Source: an optimization exercise on an open RTL-to-GDS flow (aim: small area and a short achievable clock period). Production flows keep margins and buffers that such runs may drop. The RTL was checked by simulation tests, not by an equivalence proof against the original design. Power and IR drop assume default switching activity.

Setup of before:
==> flow/design.v <==
module tcam #
	(
		parameter WORD_WIDTH = 32,
		parameter ADDR_WIDTH = 4,
		parameter DATA_WIDTH = 32,
		parameter DATA_SIZE_PER_ENTRY = 4
	)
	(
		clk,
		rst_n,
		ack,
		opcode,  
		req,
		clr,
		word,
		mask_in,
		addr_in,
		data_in,
		valid,
		data_out
	);
localparam N = 2 ** ADDR_WIDTH;
input wire clk;
input wire rst_n;
input wire ack;
input wire opcode;
input wire req;
input wire clr;
input wire [WORD_WIDTH - 1 : 0] word;
input wire [WORD_WIDTH - 1 : 0] mask_in;
input wire [ADDR_WIDTH - 1 : 0] addr_in;
input wire [DATA_WIDTH - 1 : 0] data_in;
output wire valid;
output wire [DATA_WIDTH - 1 : 0] data_out;
reg [WORD_WIDTH - 1 : 0] mz [0 : N - 1];
reg [WORD_WIDTH - 1 : 0] mo [0 : N - 1];
reg [DATA_WIDTH - 1 : 0] dat [0 : N - 1];
reg [N - 1 : 0] entry_valid;
reg [N - 1 : 0] line_reg;
reg valid_reg;
reg [DATA_WIDTH - 1 : 0] data_reg;
wire wr = req & ~opcode;
wire srch = req & opcode;
wire [WORD_WIDTH - 1 : 0] mo_in = word ^ mask_in;
assign valid = ~ack & valid_reg;
assign data_out = data_reg;
integer e;
always @(posedge clk) begin
	for (e = 0; e < N; e = e + 1) begin
		if (wr && addr_in == e) begin
			mz[e] <= word;
			mo[e] <= mo_in;
			dat[e] <= data_in;
		end
	end
end
always @(posedge clk) begin
	if (!rst_n)
		entry_valid <= {N{1'b0}};
	else if (wr)
		entry_valid[addr_in] <= ~clr;
end
reg [N - 1 : 0] match;
always @(*) begin
	for (e = 0; e < N; e = e + 1)
		match[e] = entry_valid[e] & ~|((word & mo[e]) | (~word & mz[e]));
end
always @(posedge clk) begin
	if (!rst_n)
		line_reg <= {N{1'b0}};
	else if (srch)
		line_reg <= match;
end
reg [N - 1 : 0] first;
reg [N - 1 : 0] below;
reg [DATA_WIDTH - 1 : 0] sel_data;
always @(*) begin
	below[0] = 1'b0;
	for (e = 1; e < N; e = e + 1)
		below[e] = below[e - 1] | line_reg[e - 1];
	first = line_reg & ~below;
	sel_data = {DATA_WIDTH{1'b0}};
	for (e = 0; e < N; e = e + 1)
		sel_data = sel_data | ({DATA_WIDTH{first[e]}} & dat[e]);
end
always @(posedge clk) begin
	valid_reg <= rst_n & |line_reg;
	data_reg <= sel_data;
end
endmodule
make LEC_CHECK=0 CAP_MARGIN=20 CORE_MARGIN=2 CORE_UTILIZATION=45 PLACE_DENSITY=0.6 SETUP_SLACK_MARGIN=2.6 SLEW_MARGIN=20 finish   # period 5.0 ns
run.sh (not shown) runs the stock make flow with config.mk's settings and CLKGATE_MAP_FILE= SYNTH_SCRIPT=/design/flow/synth_recipe.tcl, a recipe that flattens the netlist after the stock synthesis.
before: all stages complete, timing, DRC and antenna checks passed
What after does differently from before at the input level:
-- flow/config.mk --
<<< before, line 11
export PLACE_DENSITY = 0.6
export SETUP_SLACK_MARGIN = 2.6
export SLEW_MARGIN = 20
>>> after, line 11
export PLACE_DENSITY = 0.6
export SLEW_MARGIN = 20
Results
- In after the implementation ran to completion but is not tape-out ready, as the final checks report antenna violations.
- Of before and after, the lower number of buffers created by CTS belongs to after.
- [after] first-pass GRT wire length fell 1300 um relative to before
- Looking at worst setup path endpoint, the mz[15][3] result is from after; the data_reg[30] one comes from before.
- Diff before..after | detailed-route wire length | negligible
- Number of global-route vias before repair delta for after relative to before: 601 lower
- Comparing before and after, the lower minimum period implied by the final worst setup slack is on before.
- Against before, the final cell area of after is lower.

========
Another version of the RTL of tcam (not shown whole).
For scale: about 3200 cells after synthesis, roughly 1600 flip-flops, about 140 I/O pins, about 58000 um2 of cells after synthesis.
Design tcam, start of the top module:
module tcam #
	(
		parameter WORD_WIDTH = 32,
		parameter ADDR_WIDTH = 4,
		parameter DATA_WIDTH = 32,
		parameter DATA_SIZE_PER_ENTRY = 4
	)
	(
		clk,
		rst_n,
		ack,
		opcode,  
		req,
		clr,
		word,
		mask_in,
		addr_in,
		data_in,
		valid,
		data_out
	);
clock: 5.0 ns
lec_check: 0
cap_margin: 20
core_margin: 2
core_utilization: 60
cts_buf_list: sky130_fd_sc_hd__clkbuf_16
cts_cluster_diameter: 100
cts_cluster_size: 30
place_density: 0.75
setup_slack_margin: 2.8
slew_margin: 20
standard.sh (not shown) runs the stock make flow with config.mk's settings and CLKGATE_MAP_FILE= SYNTH_SCRIPT=/design/flow/synth_recipe.tcl, a recipe that flattens the netlist after the stock synthesis.
==> flow/flow/run.sh <==
#!/bin/bash
# The standard layout, with plain buffers (instead of the default delay
# buffers) on the input and output ports.
set -euo pipefail
export BUFFER_PORTS_ARGS="-buffer_cell sky130_fd_sc_hd__buf_2"
bash standard.sh > standard.log 2>&1
Edit:
CORE_UTILIZATION = 45   (was 60)
PLACE_DENSITY = 0.6   (was 0.75)
What happened:
- The changed run ran to the end with no violations
- sequential power stays flat
- worst setup slack is worse by 0.025 ns
- clock-buffer cell count goes up by 1
- register-to-register slack is better by 0.13 ns
- via count goes down by a few percent
- wire length goes up by a few percent
- synthesized cell count does not change
- worst hold slack is worse by 0.031 ns
- area after synthesis does not change
- global-route usage goes down by 6.3 points
- design area goes up slightly

========
== red ==
tcam, a different RTL version from the one above (not shown whole).
Size: about 140 I/O pins, ~0.057 mm2 of cells after synthesis.
clock: 5.0 ns
lec_check: 0
cap_margin: 20
core_margin: 2
core_utilization: 65
cts_buf_list: sky130_fd_sc_hd__clkbuf_16
cts_cluster_diameter: 100
cts_cluster_size: 30
place_density: 0.8
setup_slack_margin: 2.8
slew_margin: 20
synth_hierarchical: 1
synth_minimum_keep_size: 0
==> flow/flow/run.sh <==
#!/bin/bash
# The standard layout, with plain buffers (instead of the default delay
# buffers) on the input and output ports.
set -euo pipefail
export BUFFER_PORTS_ARGS="-buffer_cell sky130_fd_sc_hd__buf_1"
bash standard.sh > standard.log 2>&1
Input changes introduced in blue (baseline for comparison: red):
- changing CORE_UTILIZATION from 65 to 60
- changing PLACE_DENSITY from 0.8 to 0.75
==> flow/flow/run.sh <==
#!/bin/bash
# The standard layout, with plain buffers (instead of the default delay
# buffers) on the input and output ports.
set -euo pipefail
export BUFFER_PORTS_ARGS="-buffer_cell sky130_fd_sc_hd__buf_2"
bash standard.sh > standard.log 2>&1
Notes after the runs:
| quantity of I/O buffers inserted on ports | blue vs red | ≈ equal |
Via count ended up 1.0% lower on blue than on red.
Logic depth of the worst setup path including buffers: blue lower than red
Changes in green relative to blue:
- CTS_CLUSTER_DIAMETER changed from 100 to 80
- CORE_UTILIZATION changed from 60 to 65
- PLACE_DENSITY changed from 0.75 to 0.8
==> flow/flow/run.sh <==
#!/bin/bash
# The standard layout, with plain buffers (instead of the default delay
# buffers) on the input and output ports.
set -euo pipefail
export BUFFER_PORTS_ARGS="-buffer_cell sky130_fd_sc_hd__buf_1"
bash standard.sh > standard.log 2>&1
Results
Changes observed in green relative to blue: worst IR drop on VDD picked up an extra 10%, standard cell core area lost about 7%, time the worst path needs with I/O delays and setup lost 0.041 ns, core utilization of the finished layout picked up an extra 4.8 points, met2 layer usage reported by global route picked up an extra 3.0 points. Between blue and green, the share of the final layout cell area in multi-input gates does not differ in any meaningful way. Diff green and blue: global-route usage lower in blue. valid_n_reg$_DFF_P_ as the start point of the critical path was reported by blue, and ack by green. Between green and blue, the final design area excluding fillers is lower for green. Delta (green minus blue): die area fell about 8%; routed length per placed instance fell 0.99%.

static timing again, ports no longer ideal:
How much do the figures lean on ideal ports? The routed layouts below were timed once more, with nothing changed but the port constraints.
Step 1 assumes that a clkbuf_16 drives the clock port and a buf_2 every other input.
Step 2 moves the port delays by t, midway between the first and last clock arrival at a register: inputs arrive t later, outputs are due t later. That takes back most of the time a late clock gives input paths.
a / b / c = no drivers / after step 1 / after step 2; a / b = the first two.
run	t, ns	setup WS [ns]	worst setup path at the end	latest minus earliest clock arrival (ns)	cell pins on the clock port's net
before	0.849	2.506 / 2.506 / 1.746	input to register	0.037 / 0.036	1
after	0.847	1.747 / 1.688 / 0.841	input to register	0.030 / 0.030	1
the first run of note 2	0.764	2.644 / 2.632 / 1.868	input to register	0.047 / 0.047	1
the second run of note 2	0.802	2.619 / 2.616 / 1.870	input to register	0.071 / 0.070	1
red	0.746	2.729 / 2.702 / 1.987	input to register	0.038 / 0.038	1
blue	0.766	2.690 / 2.623 / 1.972	input to register	0.029 / 0.029	1
green	0.754	2.731 / 2.700 / 2.084	input to register	0.046 / 0.046	1
The setup slack of after, which loses most, moves by -0.059 ns with the drivers and by -0.906 ns with both steps.
